This design comes from an exercise in tuning for small area and a short achievable clock period on the open sky130 flow, not from production work. Function was not checked in any run shown here: the RTL went through the layout flow alone.

==> flow/design.v, too long to show whole: its modules and the start of the top module <==
// module fdiv_norm: 54 lines
// module fdiv_qsl4: 1038 lines
// module fdiv_r4: 23 lines
// module fdiv_r2: 19 lines
// module fdiv_rca: 16 lines
// module fdiv_post: 44 lines
// module fdiv_stream: 105 lines
module fdiv_stream (
    input wire clk,
    input wire rstn,
    input wire in_valid,
    input wire [31:0] in_x1,
    input wire [31:0] in_x2,
    output reg out_valid,
    output reg [31:0] out_y );
  // ...
==> flow/flow/run.sh <==
#!/bin/bash
# Layout: the standard flow (standard.sh) with these changes.
# 1. Synthesis: Yosys's synth runs with -noabc, which skips only its generic
#    pre-mapping ABC pass, so the adder extraction sees the full adders with
#    the polarity the RTL writes them in instead of wrapped in inverters.
#    The final ABC mapping to the library uses an area-oriented script
#    (abc_area_map.script below: AIG rewriting with dc2/dch and the amap
#    area mapper, then ORFS's usual buffering and sizing steps) instead of
#    ORFS's delay-oriented abc_speed.script; every stage still has slack at
#    the clock period. The registers and the rest of synthesis are standard.
# 2. Port buffers: buffer_ports still buffers every input and output, with
#    sky130_fd_sc_hd__buf_1 instead of the delay cell it picks by default.
# 3. Clock tree: clkbuf_16 buffers, larger sink clusters, no dummy loads.
set -euo pipefail
cat > abc_area_map.script <<'ABC'
strash
dch -f
amap -m -F 2 -A 8
strash
dc2
dch -f
amap -m -F 2 -A 8
strash
dc2
dch -f
amap -m -F 2 -A 8
strash
dc2
dch -f
amap -m -F 2 -A 8
buffer -c
topo
stime -c
upsize -c
dnsize -c
ABC
{
  echo 'proc synth {args} { yosys synth -nofsm -noshare -noabc {*}$args }'
  echo 'proc abc {args} {'
  echo '  set i [lsearch -exact $args -script]'
  echo "  if {\$i >= 0} { lset args [expr {\$i + 1}] $PWD/abc_area_map.script }"
  echo '  yosys abc {*}$args'
  echo '}'
  tail -n +2 synth_recipe.tcl
} > synth_recipe_custom.tcl
head -1 synth_recipe.tcl | grep -q 'proc synth'
bash standard.sh SYNTH_SCRIPT="$PWD/synth_recipe_custom.tcl" \
  "BUFFER_PORTS_ARGS=-buffer_cell sky130_fd_sc_hd__buf_1" \
  "CTS_ARGS=-sink_clustering_enable -repair_clock_nets -buf_list sky130_fd_sc_hd__clkbuf_16 -sink_clustering_size 30 -sink_clustering_max_diameter 120 -dont_use_dummy_load" \
  finish > standard.log 2>&1
==> flow/standard.sh <==
#!/bin/bash
# synth_recipe.tcl (not shown) runs the flow's synth.tcl, then flattens the netlist and writes it again
# the make line also repeats each setting of config.mk as NAME=value (left out here)
make -C /OpenROAD-flow-scripts/flow DESIGN_CONFIG=/design/flow/config.mk WORK_HOME=/design/flow/orfs CLKGATE_MAP_FILE= SYNTH_SCRIPT=/design/flow/synth_recipe.tcl "${@:-finish}"
==> flow/config.mk <==
export PLATFORM = sky130hd
export DESIGN_NAME = fdiv_stream
export DESIGN_NICKNAME = fdiv_stream
export VERILOG_FILES = /design/flow/design.v
export SDC_FILE = /design/flow/constraint.sdc
export NUM_CORES = 4
export LEC_CHECK = 0
export CAP_MARGIN = 20
export CORE_MARGIN = 2
export CORE_UTILIZATION = 40
export SLEW_MARGIN = 20
==> flow/constraint.sdc <==
create_clock -name core_clock -period 170.0 [get_ports {clk}]
set_input_delay 34.0000 -clock core_clock [delete_from_list [all_inputs] [get_ports {clk}]]
set_output_delay 34.0000 -clock core_clock [all_outputs]
set_load 0.01 [all_outputs]
==> results_dict.tcl, run 1 <==
set metrics [dict create \
    fmax_mhz 28.47 \
    fin_skew_ps 51.65 \
    cp_num_cells 148 \
    synth-simple-area-share 0.1414 \
    synth.area.mux_share 0 \
    core_sq_um 75950 \
    place_hpwl_mm 72.04 \
    timing.setup.tns_ps 0 \
    syn_inst 3719 \
    synth.area.top_cells "fa_1, dfxtp_1, o22ai_1" \
    grt_max_degree 52 \
    path_clk_slew_ps 110 \
    layout_commonest_cell "nor2_1" \
    synth_top_family_by_area "adder cells" \
    n_all_buffers 139 \
    crit_buf_inv 13 \
    layout.nonclk_buf_frac 0.02255 \
    vias 26670 \
    layout_setup_ws_ps 134880 \
    rr_worst_depth 148 \
    outcome "complete, no violations" \
    top_usage_layer "met2" \
    die_x_um 280.8 \
    ios 100 \
    nFillCells 7632 \
    track_usage 0.2273 \
    n_antenna_cell 2 \
    n_tap_cell 1030 \
    synth-compound-area-share 0.2650 \
    cpLargestDelayFamily "compound AO/OA/AOI/OAI gates" \
    synth-seq-area-share 0.2103 \
    rsz0062_at_grt "false" \
    startpoint "x2_q[23]$_DFF_P_" \
]
==> module fdiv_r4, before the edit <==
module fdiv_r4 (
  input  wire [26:0] s,     
  input  wire [26:0] c,
  input  wire        first,  
  input  wire [22:0] b,
  output wire [26:0] s_o,
  output wire [26:0] c_o,
  output wire        qneg,
  output wire        q1,
  output wire        q2
);
  wire [26:0] ys = first ? s : {s[24:0], 2'b00};
  wire [26:0] yc = first ? c : {c[24:0], 2'b00};
  wire [6:0] yh;
  fdiv_rca #(7) add_yh (.x(ys[26:20]), .y(yc[26:20]), .ci(1'b0), .s(yh));
  wire pos;
  fdiv_qsl4 sel0 (.yh(yh), .i(b[22:20]), .neg(qneg), .pos(pos), .q1(q1), .q2(q2));
  wire [26:0] bb = {4'b0001, b};
  wire [26:0] mult = ({27{q1}} & bb) | ({27{q2}} & {bb[25:0], 1'b0});
  wire [26:0] d = mult ^ {27{pos}};
  assign s_o = ys ^ yc ^ d;
  assign c_o = {(ys[25:0] & yc[25:0]) | (ys[25:0] & d[25:0]) | (yc[25:0] & d[25:0]), pos};
endmodule
==> module fdiv_post, before the edit <==
module fdiv_post (
  input  wire [25:0] s,
  input  wire [25:0] c,
  input  wire [24:0] qp,    
  input  wire [24:0] qn,
  input  wire [22:0] b,
  input  wire signed [5:0] g,
  input  wire [ 8:0] e,
  input  wire        z,
  input  wire        sg,
  output wire [31:0] y
);
  wire [23:0] bf  = {1'b1, b};
  wire        neg = g[5];
  wire [4:0]  gi  = ~g[4:0];              
  wire [23:0] bs  = neg ? 24'd0 : {1'b0, bf[23:1]} >> g[4:0];
  wire [24:0] keep = neg ? ~((25'd2 << gi) - 25'd1) : {25{1'b1}};
  wire [23:0] oh  = keep[24:1] & ~keep[23:0];    
  wire [25:0] k_s = s ^ c ^ {2'd0, bs};
  wire [25:0] k_c = {(s[24:0] & c[24:0]) | (s[24:0] & {1'd0, bs}) | (c[24:0] & {1'd0, bs}), 1'b0};
  wire [25:0] t;
  fdiv_rca #(26) add_t (.x(k_s), .y(k_c), .ci(1'b0), .s(t));
  wire        c_lo = ~t[25];
  function automatic carry25(input [24:0] x, input [24:0] y);
    integer i;
    begin
      carry25 = 1'b1;
      for (i = 0; i < 25; i = i + 1)
        carry25 = (x[i] & y[i]) | (x[i] & carry25) | (y[i] & carry25);
    end
  endfunction
  wire        c_hi = t[25] ^ carry25(t[24:0], ~{1'd0, bf});
  wire [24:0] a;
  fdiv_rca #(25) add_a (.x(qp), .y(~qn), .ci(1'b0), .s(a));
  wire [24:0] inc = {1'b0, oh[23:1], oh[0] | c_hi};
  wire [24:0] v;
  fdiv_rca #(25) add_v (.x(a), .y(inc), .ci(c_lo), .s(v));
  wire [24:0] vm  = v & keep;
  wire [22:0] m   = v[24] ? vm[23:1] : vm[22:0];
  wire [8:0]  ec  = (z | ~v[24]) ? e : e + 9'd1;
  wire        inf = (ec == 9'd255);
  wire        dnm = ec[8] | (ec == 9'd0);
  assign y = {sg, dnm ? 8'd0 : inf ? 8'd255 : ec[7:0], (inf | dnm | z) ? 23'd0 : m};
endmodule
==> module fdiv_stream, before the edit <==
module fdiv_stream (
    input wire clk,
    input wire rstn,
    input wire in_valid,
    input wire [31:0] in_x1,
    input wire [31:0] in_x2,
    output reg out_valid,
    output reg [31:0] out_y );
    reg v_q;
    reg [31:0] x1_q;
    reg [31:0] x2_q;
    always @(posedge clk) begin
        if (~rstn) v_q <= 1'b0; else v_q <= in_valid;
        x1_q <= in_x1;
        x2_q <= in_x2;
    end
    wire n_s, n_z;
    wire [24:0] n_a; wire [22:0] n_b;
    wire signed [5:0] n_g;
    wire [8:0] n_e;
    fdiv_norm norm0 (.x1(x1_q), .x2(x2_q), .s(n_s), .z(n_z), .a(n_a), .b(n_b), .g(n_g), .e(n_e));
    wire [26:0] d1_s, d1_c; wire d1_n, d1_1, d1_2;
    fdiv_r4 d1 (.s({2'b00, n_a}), .c(27'd0), .first(1'b1), .b(n_b), .s_o(d1_s), .c_o(d1_c), .qneg(d1_n), .q1(d1_1), .q2(d1_2));
    wire [26:0] d2_s, d2_c; wire d2_n, d2_1, d2_2;
    fdiv_r4 d2 (.s(d1_s), .c(d1_c), .first(1'b0), .b(n_b), .s_o(d2_s), .c_o(d2_c), .qneg(d2_n), .q1(d2_1), .q2(d2_2));
    wire [26:0] d3_s, d3_c; wire d3_n, d3_1, d3_2;
    fdiv_r4 d3 (.s(d2_s), .c(d2_c), .first(1'b0), .b(n_b), .s_o(d3_s), .c_o(d3_c), .qneg(d3_n), .q1(d3_1), .q2(d3_2));
    wire [26:0] d4_s, d4_c; wire d4_n, d4_1, d4_2;
    fdiv_r4 d4 (.s(d3_s), .c(d3_c), .first(1'b0), .b(n_b), .s_o(d4_s), .c_o(d4_c), .qneg(d4_n), .q1(d4_1), .q2(d4_2));
    wire [26:0] d5_s, d5_c; wire d5_n, d5_1, d5_2;
    fdiv_r4 d5 (.s(d4_s), .c(d4_c), .first(1'b0), .b(n_b), .s_o(d5_s), .c_o(d5_c), .qneg(d5_n), .q1(d5_1), .q2(d5_2));
    reg v_1;
    reg s_1;
    reg z_1;
    reg [22:0] b_1;
    reg signed [5:0] g_1;
    reg [8:0] e_1;
    reg [26:0] ws_1;
    reg [26:0] wc_1;
    reg [14:0] qd_1;
    always @(posedge clk) begin
        if (~rstn) v_1 <= 1'b0; else v_1 <= v_q;
        s_1 <= n_s;
        z_1 <= n_z;
        b_1 <= n_b;
        g_1 <= n_g;
        e_1 <= n_e;
        ws_1 <= d5_s;
        wc_1 <= d5_c;
        qd_1 <= {{{{{d1_n, d1_1, d1_2}, d2_n, d2_1, d2_2}, d3_n, d3_1, d3_2}, d4_n, d4_1, d4_2}, d5_n, d5_1, d5_2};
    end
    wire [26:0] d6_s, d6_c; wire d6_n, d6_1, d6_2;
    fdiv_r4 d6 (.s(ws_1), .c(wc_1), .first(1'b0), .b(b_1), .s_o(d6_s), .c_o(d6_c), .qneg(d6_n), .q1(d6_1), .q2(d6_2));
    wire [26:0] d7_s, d7_c; wire d7_n, d7_1, d7_2;
    fdiv_r4 d7 (.s(d6_s), .c(d6_c), .first(1'b0), .b(b_1), .s_o(d7_s), .c_o(d7_c), .qneg(d7_n), .q1(d7_1), .q2(d7_2));
    wire [26:0] d8_s, d8_c; wire d8_n, d8_1, d8_2;
    fdiv_r4 d8 (.s(d7_s), .c(d7_c), .first(1'b0), .b(b_1), .s_o(d8_s), .c_o(d8_c), .qneg(d8_n), .q1(d8_1), .q2(d8_2));
    wire [26:0] d9_s, d9_c; wire d9_n, d9_1, d9_2;
    fdiv_r4 d9 (.s(d8_s), .c(d8_c), .first(1'b0), .b(b_1), .s_o(d9_s), .c_o(d9_c), .qneg(d9_n), .q1(d9_1), .q2(d9_2));
    wire [26:0] d10_s, d10_c; wire d10_n, d10_1, d10_2;
    fdiv_r4 d10 (.s(d9_s), .c(d9_c), .first(1'b0), .b(b_1), .s_o(d10_s), .c_o(d10_c), .qneg(d10_n), .q1(d10_1), .q2(d10_2));
    wire [26:0] d11_s, d11_c; wire d11_n, d11_1, d11_2;
    fdiv_r4 d11 (.s(d10_s), .c(d10_c), .first(1'b0), .b(b_1), .s_o(d11_s), .c_o(d11_c), .qneg(d11_n), .q1(d11_1), .q2(d11_2));
    reg v_2;
    reg s_2;
    reg z_2;
    reg [22:0] b_2;
    reg signed [5:0] g_2;
    reg [8:0] e_2;
    reg [26:0] ws_2;
    reg [26:0] wc_2;
    reg [32:0] qd_2;
    always @(posedge clk) begin
        if (~rstn) v_2 <= 1'b0; else v_2 <= v_1;
        s_2 <= s_1;
        z_2 <= z_1;
        b_2 <= b_1;
        g_2 <= g_1;
        e_2 <= e_1;
        ws_2 <= d11_s;
        wc_2 <= d11_c;
        qd_2 <= {{{{{{qd_1, d6_n, d6_1, d6_2}, d7_n, d7_1, d7_2}, d8_n, d8_1, d8_2}, d9_n, d9_1, d9_2}, d10_n, d10_1, d10_2}, d11_n, d11_1, d11_2};
    end
    wire [26:0] d12_s, d12_c; wire d12_n, d12_1, d12_2;
    fdiv_r4 d12 (.s(ws_2), .c(wc_2), .first(1'b0), .b(b_2), .s_o(d12_s), .c_o(d12_c), .qneg(d12_n), .q1(d12_1), .q2(d12_2));
    wire [26:0] d13_s, d13_c; wire d13_p, d13_n;
    fdiv_r2 d13 (.s(d12_s), .c(d12_c), .b(b_2), .s_o(d13_s), .c_o(d13_c), .qp(d13_p), .qn(d13_n));
    wire [35:0] qd = {qd_2, d12_n, d12_1, d12_2};
    wire [24:0] qp, qn;
    genvar gj;
    generate for (gj = 0; gj < 12; gj = gj + 1) begin : dig
        assign qp[2*gj+2] = qd[3*gj+0] & ~qd[3*gj+2];
        assign qp[2*gj+1] = qd[3*gj+1] & ~qd[3*gj+2];
        assign qn[2*gj+2] = qd[3*gj+0] & qd[3*gj+2];
        assign qn[2*gj+1] = qd[3*gj+1] & qd[3*gj+2];
    end endgenerate
    assign qp[0] = d13_p;
    assign qn[0] = d13_n;
    wire [31:0] y;
    fdiv_post post0 (.s(d13_s[25:0]), .c(d13_c[25:0]), .qp(qp), .qn(qn), .b(b_2), .g(g_2), .e(e_2), .z(z_2), .sg(s_2), .y(y));
    always @(posedge clk) begin
        if (~rstn) out_valid <= 1'b0; else out_valid <= v_2;
        out_y <= y;
    end
endmodule
==> inputs of run 2 (changes only) <==
--- a/flow/design.v
+++ b/flow/design.v
@@ -1091,7 +1091,7 @@
     endcase
   end
 endmodule
-module fdiv_r4 (
+module fdiv_r4 #(parameter FAST = 0) (
   input  wire [26:0] s,     
   input  wire [26:0] c,
   input  wire        first,  
@@ -1105,7 +1105,13 @@
   wire [26:0] ys = first ? s : {s[24:0], 2'b00};
   wire [26:0] yc = first ? c : {c[24:0], 2'b00};
   wire [6:0] yh;
-  fdiv_rca #(7) add_yh (.x(ys[26:20]), .y(yc[26:20]), .ci(1'b0), .s(yh));
+  generate
+    if (FAST) begin : est_fast
+      assign yh = ys[26:20] + yc[26:20];
+    end else begin : est_ripple
+      fdiv_rca #(7) add_yh (.x(ys[26:20]), .y(yc[26:20]), .ci(1'b0), .s(yh));
+    end
+  endgenerate
   wire pos;
   fdiv_qsl4 sel0 (.yh(yh), .i(b[22:20]), .neg(qneg), .pos(pos), .q1(q1), .q2(q2));
   wire [26:0] bb = {4'b0001, b};
@@ -1181,11 +1187,15 @@
     end
   endfunction
   wire        c_hi = t[25] ^ carry25(t[24:0], ~{1'd0, bf});
-  wire [24:0] a;
-  fdiv_rca #(25) add_a (.x(qp), .y(~qn), .ci(1'b0), .s(a));
-  wire [24:0] inc = {1'b0, oh[23:1], oh[0] | c_hi};
-  wire [24:0] v;
-  fdiv_rca #(25) add_v (.x(a), .y(inc), .ci(c_lo), .s(v));
+  wire [24:0] xb = ~qn;
+  wire [24:0] xo = {1'b0, oh};
+  wire [24:0] x_s = qp ^ xb ^ xo;
+  wire [24:0] x_c = {(qp[23:0] & xb[23:0]) | (qp[23:0] & xo[23:0]) | (xb[23:0] & xo[23:0]), 1'b0};
+  wire [24:0] x0;
+  fdiv_rca #(25) add_x (.x(x_s), .y(x_c), .ci(1'b0), .s(x0));
+  wire [24:0] x1 = x0 + 25'd1;
+  wire [24:0] x2 = x0 + 25'd2;
+  wire [24:0] v  = c_hi ? x2 : c_lo ? x1 : x0;
   wire [24:0] vm  = v & keep;
   wire [22:0] m   = v[24] ? vm[23:1] : vm[22:0];
   wire [8:0]  ec  = (z | ~v[24]) ? e : e + 9'd1;
@@ -1216,15 +1226,15 @@
     wire [8:0] n_e;
     fdiv_norm norm0 (.x1(x1_q), .x2(x2_q), .s(n_s), .z(n_z), .a(n_a), .b(n_b), .g(n_g), .e(n_e));
     wire [26:0] d1_s, d1_c; wire d1_n, d1_1, d1_2;
-    fdiv_r4 d1 (.s({2'b00, n_a}), .c(27'd0), .first(1'b1), .b(n_b), .s_o(d1_s), .c_o(d1_c), .qneg(d1_n), .q1(d1_1), .q2(d1_2));
+    fdiv_r4 #(.FAST(0)) d1 (.s({2'b00, n_a}), .c(27'd0), .first(1'b1), .b(n_b), .s_o(d1_s), .c_o(d1_c), .qneg(d1_n), .q1(d1_1), .q2(d1_2));
     wire [26:0] d2_s, d2_c; wire d2_n, d2_1, d2_2;
-    fdiv_r4 d2 (.s(d1_s), .c(d1_c), .first(1'b0), .b(n_b), .s_o(d2_s), .c_o(d2_c), .qneg(d2_n), .q1(d2_1), .q2(d2_2));
+    fdiv_r4 #(.FAST(0)) d2 (.s(d1_s), .c(d1_c), .first(1'b0), .b(n_b), .s_o(d2_s), .c_o(d2_c), .qneg(d2_n), .q1(d2_1), .q2(d2_2));
     wire [26:0] d3_s, d3_c; wire d3_n, d3_1, d3_2;
-    fdiv_r4 d3 (.s(d2_s), .c(d2_c), .first(1'b0), .b(n_b), .s_o(d3_s), .c_o(d3_c), .qneg(d3_n), .q1(d3_1), .q2(d3_2));
+    fdiv_r4 #(.FAST(0)) d3 (.s(d2_s), .c(d2_c), .first(1'b0), .b(n_b), .s_o(d3_s), .c_o(d3_c), .qneg(d3_n), .q1(d3_1), .q2(d3_2));
     wire [26:0] d4_s, d4_c; wire d4_n, d4_1, d4_2;
-    fdiv_r4 d4 (.s(d3_s), .c(d3_c), .first(1'b0), .b(n_b), .s_o(d4_s), .c_o(d4_c), .qneg(d4_n), .q1(d4_1), .q2(d4_2));
+    fdiv_r4 #(.FAST(0)) d4 (.s(d3_s), .c(d3_c), .first(1'b0), .b(n_b), .s_o(d4_s), .c_o(d4_c), .qneg(d4_n), .q1(d4_1), .q2(d4_2));
     wire [26:0] d5_s, d5_c; wire d5_n, d5_1, d5_2;
-    fdiv_r4 d5 (.s(d4_s), .c(d4_c), .first(1'b0), .b(n_b), .s_o(d5_s), .c_o(d5_c), .qneg(d5_n), .q1(d5_1), .q2(d5_2));
+    fdiv_r4 #(.FAST(0)) d5 (.s(d4_s), .c(d4_c), .first(1'b0), .b(n_b), .s_o(d5_s), .c_o(d5_c), .qneg(d5_n), .q1(d5_1), .q2(d5_2));
     reg v_1;
     reg s_1;
     reg z_1;
@@ -1246,17 +1256,15 @@
         qd_1 <= {{{{{d1_n, d1_1, d1_2}, d2_n, d2_1, d2_2}, d3_n, d3_1, d3_2}, d4_n, d4_1, d4_2}, d5_n, d5_1, d5_2};
     end
     wire [26:0] d6_s, d6_c; wire d6_n, d6_1, d6_2;
-    fdiv_r4 d6 (.s(ws_1), .c(wc_1), .first(1'b0), .b(b_1), .s_o(d6_s), .c_o(d6_c), .qneg(d6_n), .q1(d6_1), .q2(d6_2));
+    fdiv_r4 #(.FAST(0)) d6 (.s(ws_1), .c(wc_1), .first(1'b0), .b(b_1), .s_o(d6_s), .c_o(d6_c), .qneg(d6_n), .q1(d6_1), .q2(d6_2));
     wire [26:0] d7_s, d7_c; wire d7_n, d7_1, d7_2;
-    fdiv_r4 d7 (.s(d6_s), .c(d6_c), .first(1'b0), .b(b_1), .s_o(d7_s), .c_o(d7_c), .qneg(d7_n), .q1(d7_1), .q2(d7_2));
+    fdiv_r4 #(.FAST(0)) d7 (.s(d6_s), .c(d6_c), .first(1'b0), .b(b_1), .s_o(d7_s), .c_o(d7_c), .qneg(d7_n), .q1(d7_1), .q2(d7_2));
     wire [26:0] d8_s, d8_c; wire d8_n, d8_1, d8_2;
-    fdiv_r4 d8 (.s(d7_s), .c(d7_c), .first(1'b0), .b(b_1), .s_o(d8_s), .c_o(d8_c), .qneg(d8_n), .q1(d8_1), .q2(d8_2));
+    fdiv_r4 #(.FAST(1)) d8 (.s(d7_s), .c(d7_c), .first(1'b0), .b(b_1), .s_o(d8_s), .c_o(d8_c), .qneg(d8_n), .q1(d8_1), .q2(d8_2));
     wire [26:0] d9_s, d9_c; wire d9_n, d9_1, d9_2;
-    fdiv_r4 d9 (.s(d8_s), .c(d8_c), .first(1'b0), .b(b_1), .s_o(d9_s), .c_o(d9_c), .qneg(d9_n), .q1(d9_1), .q2(d9_2));
+    fdiv_r4 #(.FAST(0)) d9 (.s(d8_s), .c(d8_c), .first(1'b0), .b(b_1), .s_o(d9_s), .c_o(d9_c), .qneg(d9_n), .q1(d9_1), .q2(d9_2));
     wire [26:0] d10_s, d10_c; wire d10_n, d10_1, d10_2;
-    fdiv_r4 d10 (.s(d9_s), .c(d9_c), .first(1'b0), .b(b_1), .s_o(d10_s), .c_o(d10_c), .qneg(d10_n), .q1(d10_1), .q2(d10_2));
-    wire [26:0] d11_s, d11_c; wire d11_n, d11_1, d11_2;
-    fdiv_r4 d11 (.s(d10_s), .c(d10_c), .first(1'b0), .b(b_1), .s_o(d11_s), .c_o(d11_c), .qneg(d11_n), .q1(d11_1), .q2(d11_2));
+    fdiv_r4 #(.FAST(0)) d10 (.s(d9_s), .c(d9_c), .first(1'b0), .b(b_1), .s_o(d10_s), .c_o(d10_c), .qneg(d10_n), .q1(d10_1), .q2(d10_2));
     reg v_2;
     reg s_2;
     reg z_2;
@@ -1265,7 +1273,7 @@
     reg [8:0] e_2;
     reg [26:0] ws_2;
     reg [26:0] wc_2;
-    reg [32:0] qd_2;
+    reg [29:0] qd_2;
     always @(posedge clk) begin
         if (~rstn) v_2 <= 1'b0; else v_2 <= v_1;
         s_2 <= s_1;
@@ -1273,15 +1281,17 @@
         b_2 <= b_1;
         g_2 <= g_1;
         e_2 <= e_1;
-        ws_2 <= d11_s;
-        wc_2 <= d11_c;
-        qd_2 <= {{{{{{qd_1, d6_n, d6_1, d6_2}, d7_n, d7_1, d7_2}, d8_n, d8_1, d8_2}, d9_n, d9_1, d9_2}, d10_n, d10_1, d10_2}, d11_n, d11_1, d11_2};
+        ws_2 <= d10_s;
+        wc_2 <= d10_c;
+        qd_2 <= {{{{{qd_1, d6_n, d6_1, d6_2}, d7_n, d7_1, d7_2}, d8_n, d8_1, d8_2}, d9_n, d9_1, d9_2}, d10_n, d10_1, d10_2};
     end
+    wire [26:0] d11_s, d11_c; wire d11_n, d11_1, d11_2;
+    fdiv_r4 #(.FAST(1)) d11 (.s(ws_2), .c(wc_2), .first(1'b0), .b(b_2), .s_o(d11_s), .c_o(d11_c), .qneg(d11_n), .q1(d11_1), .q2(d11_2));
     wire [26:0] d12_s, d12_c; wire d12_n, d12_1, d12_2;
-    fdiv_r4 d12 (.s(ws_2), .c(wc_2), .first(1'b0), .b(b_2), .s_o(d12_s), .c_o(d12_c), .qneg(d12_n), .q1(d12_1), .q2(d12_2));
+    fdiv_r4 #(.FAST(0)) d12 (.s(d11_s), .c(d11_c), .first(1'b0), .b(b_2), .s_o(d12_s), .c_o(d12_c), .qneg(d12_n), .q1(d12_1), .q2(d12_2));
     wire [26:0] d13_s, d13_c; wire d13_p, d13_n;
     fdiv_r2 d13 (.s(d12_s), .c(d12_c), .b(b_2), .s_o(d13_s), .c_o(d13_c), .qp(d13_p), .qn(d13_n));
-    wire [35:0] qd = {qd_2, d12_n, d12_1, d12_2};
+    wire [35:0] qd = {{qd_2, d11_n, d11_1, d11_2}, d12_n, d12_1, d12_2};
     wire [24:0] qp, qn;
     genvar gj;
     generate for (gj = 0; gj < 12; gj = gj + 1) begin : dig
==> flow/flow/run.sh (replaced) <==
#!/bin/bash
# Layout: the standard flow (standard.sh) with three changes.
# 1. Synthesis: Yosys's synth runs with -noabc, which skips only its generic
#    pre-mapping ABC pass, so the adder extraction sees the full adders with
#    the polarity the RTL writes them in instead of wrapped in inverters. The
#    final ABC mapping, the registers and the rest of synthesis are standard.
# 2. Port buffers: buffer_ports still buffers every input and output, with
#    sky130_fd_sc_hd__buf_1 instead of the delay cell it picks by default.
# 3. Clock tree: smaller buffers and no dummy loads.
set -euo pipefail
sed 's/yosys synth -nofsm -noshare /yosys synth -nofsm -noshare -noabc /' synth_recipe.tcl > synth_recipe_noabc.tcl
grep -q -- '-noabc' synth_recipe_noabc.tcl
bash standard.sh SYNTH_SCRIPT="$PWD/synth_recipe_noabc.tcl" \
  "BUFFER_PORTS_ARGS=-buffer_cell sky130_fd_sc_hd__buf_1" \
  "CTS_ARGS=-sink_clustering_enable -repair_clock_nets -buf_list sky130_fd_sc_hd__clkbuf_16 -sink_clustering_size 18 -sink_clustering_max_diameter 80 -dont_use_dummy_load" \
  finish > standard.log 2>&1
==> results_dict.tcl, run 2 <==
set metrics [dict create \
    outcome "complete, no violations" \
    design_area_sq_um 36810 \
    cts_sinks 319 \
    gp_congestion 0.9201 \
    startpoint "out_y[26]$_SDFF_PP0_" \
    met2_length_mm 45.75 \
    die_x_um 299.6 \
    drtIter0Drc 2315 \
    synth_cell_types 112 \
    synth-seq-area-share 0.1827 \
    drtAntennaViolNets 0 \
    cts_setup_buffers 0 \
    core_sq_um 86750 \
    dieArea_sq_um 89780 \
    end_kind "primary output" \
    arrival_ps 1050 \
    routed.top_layer "met5" \
    endpoint "out_y[26]" \
    viasPerCell 5.877 \
    final_hold_viol_count 0 \
    crit_buf_inv 1 \
    timing.setup.tns_ps 0 \
    final-setup-viol-count 0 \
    syn_area_per_cell_sq_um 8.850 \
    synth.area.top_cells "fa_1, dfxtp_1, xnor2_1" \
    syn-cell-area_sq_um 34960 \
    fin_skew_ps 65.70 \
    hold_buffers 0 \
    place_hpwl_mm 75.03 \
    cp.required_ps 136000 \
    path_clk_slew_ps 70 \
    synth_top_cell_by_area "fa_1" \
    row_count 108 \
    vias 29270 \
    n_antenna_cell 0 \
    clk_latency_ps 620 \
    cts_buffer_depth 3 \
    synth-edff-count 0 \
    fin_nets 4403 \
    routedLengthMet1_mm 44.10 \
    grt_pass1_wl_mm 158.8 \
    fin_cells 4981 \
    area_growth_pct 5.290 \
    async_flop_share 0 \
    ctsHtreeMaxLevel 1 \
    drc 0 \
    critPathKind "reg -> out" \
    yosys_warnings 4 \
    relSlewSlack 0.2884 \
    layout_commonest_cell "fa_1" \
    min_period_over_period 0.2062 \
    grt_max_degree 46 \
    slew_viol_final 0 \
    period_minus_slack_ps 35050 \
    ctsResizeCount 0 \
    track_usage 0.2146 \
    final_cell_mix "fa_1, dfxtp_1, xnor2_1, nor2_1, nand2_1" \
    yosys-top-cells-count "fa_1, dfxtp_1, xnor2_1, nor2_1, nand2_1" \
    path_cells "buf_1" \
    timing.rr.start "x1_q[12]$_DFF_P_" \
    max_slew.worst_pin.slew_ps 1067 \
    rsz0062_at_grt "false" \
    routed_wirelength_mm 97.32 \
    rrSetupSlack_ps 139820 \
    rr_worst_depth 98 \
    rr_endpoint "ws_1[7]$_DFF_P_" \
    holdWs_ps 320.4 \
    crit_path_start_kind "register" \
    synth-seq-cells 319 \
    die_h_um 299.6 \
    crit_slowest_cell "dfxtp_1" \
    synth_top_area_frac 0.2325 \
    crit_fanout 1 \
    cpLargestDelayFamily "flip-flops" \
    grt_pass1_vias 28660 \
    fmax_mhz 28.53 \
    synth-main-ff-cell "dfxtp_1" \
    syn_inst 3950 \
    firstDrtPassIters 7 \
    synth_nets 4525 \
    overflow 0 \
    maxCapViolCount 0 \
    yosysMostFrequentCell "fa_1" \
    place_area_sq_um 36100 \
    top_regs "out_y x32, x1_q x32, x2_q x32" \
    final_layout_size_suffix_gt1_frac 0.06064 \
    cpPeakStageDelay_ps 310 \
    ios 100 \
    hold_class "reg -> reg" \
    avgRoutedWirePerCell_um 19.54 \
    antenna_found_initial 5 \
    cts_made_buffers 28 \
    cts_tree "done" \
    dp_cells 4953 \
    cts_root_buf "clkbuf_16" \
    initial_core_util 0.4030 \
    io_buffers 99 \
    cp_num_cells 1 \
    dr_wl_met3_mm 5.412 \
]
==> run 2: cell families (layout without fill, tap and decap cells) <==
family | count (synthesis) | in the layout | synth area share
compound gates | 1104 | 1104 | 0.2185
xor+xnor | 361 | 361 | 0.09109
fa+ha+maj | 521 | 521 | 0.2728
buf+inv | 491 | 367 | 0.05487
flops | 319 | 319 | 0.1827
mux | 129 | 129 | 0.04030
simple gates | 1025 | 1025 | 0.1397
==> run 2: area by class of cell <==
cell class	count	area [sq um]
inverter	187	704.4
fill	8673	49950
tap	1155	1445
timing repair buffer	152	773.2
multi-input combinational	3140	26800
sequential	319	6387
clock buffer	28	700.7
==> run 2: how the worst min path moves through the flow <==
stage	from	end	slack, ps	cells after the start
floorplan	e_1[0]$_DFF_P_	e_2[0]$_DFF_P_	310	0
global placement	qd_1[0]$_DFF_P_	qd_2[15]$_DFF_P_	310	0
detailed placement	e_1[3]$_DFF_P_	e_2[3]$_DFF_P_	310	0
CTS	qd_1[5]$_DFF_P_	qd_2[20]$_DFF_P_	320	0
global route	qd_1[5]$_DFF_P_	qd_2[20]$_DFF_P_	310	0
finish	s_2$_DFF_P_	out_y[31]$_DFF_P_	320	0
==> run 2: layer usage <==
metal | GRT usage | vias to the layer above
li1 | - | 13710
met3 | 0.01979 | 145
met5 | 0 | -
met4 | 0.04476 | 4
met1 | 0.3020 | 14430
met2 | 0.3592 | 987
==> run 2: worst register-to-register path, delay by kind of cell (launching register included) <==
family                   cells  cell delay [ps]
AO/OA/AOI/OAI               30             7010
buffers and inverters        9             2460
adder cells (fa/ha/maj)     29            10980
flip-flops                   1              400
multiplexers                 1              540
XOR/XNOR                    14             3360
AND/OR/NAND/NOR             15             5320
==> run 2: per-stage QoR <==
| stage | util | setup slack, ps |
|---|---|---|
| 3_3_place_gp | 0.4158 | 135570 |
| 4_1_cts | 0.4242 | 134910 |
| 6_report | 0.4243 | 134950 |
| 3_5_place_dp | 0.4161 | 135560 |
| 2_1_floorplan | - | 135670 |
| 5_1_grt | 0.4243 | 134890 |

## what the ideal ports hide
In the flow no input, the clock included, has a driving cell. The finished layouts below were timed again as built, in two steps. Step 1 (the two cells are an assumption about what drives the block):
set clk [get_ports {clk}]
set_driving_cell -lib_cell sky130_fd_sc_hd__clkbuf_16 $clk
set_driving_cell -lib_cell sky130_fd_sc_hd__buf_2 [delete_from_list [all_inputs] $clk]
Step 2 times the ports against the registers' clock, not the clock port: input delays grow and output delays shrink by t, the midpoint of the rising clock arrivals with the driver on. Slacks: ideal ports / drivers / drivers and shift; pairs: ideal ports / drivers.
run	shift t [ns]	slack for setup (ns)	hold WS [ns]	worst setup path at the end	worst register clock-pin slew, ns
run 1	0.562	134.879 / 134.879 / 134.879	0.316 / 0.316 / 0.316	register to register	0.12 / 0.12
run 2	0.647	134.952 / 134.894 / 135.540	0.320 / 0.320 / 0.320	register to output	0.08 / 0.08
After both steps every run listed still meets setup and hold.
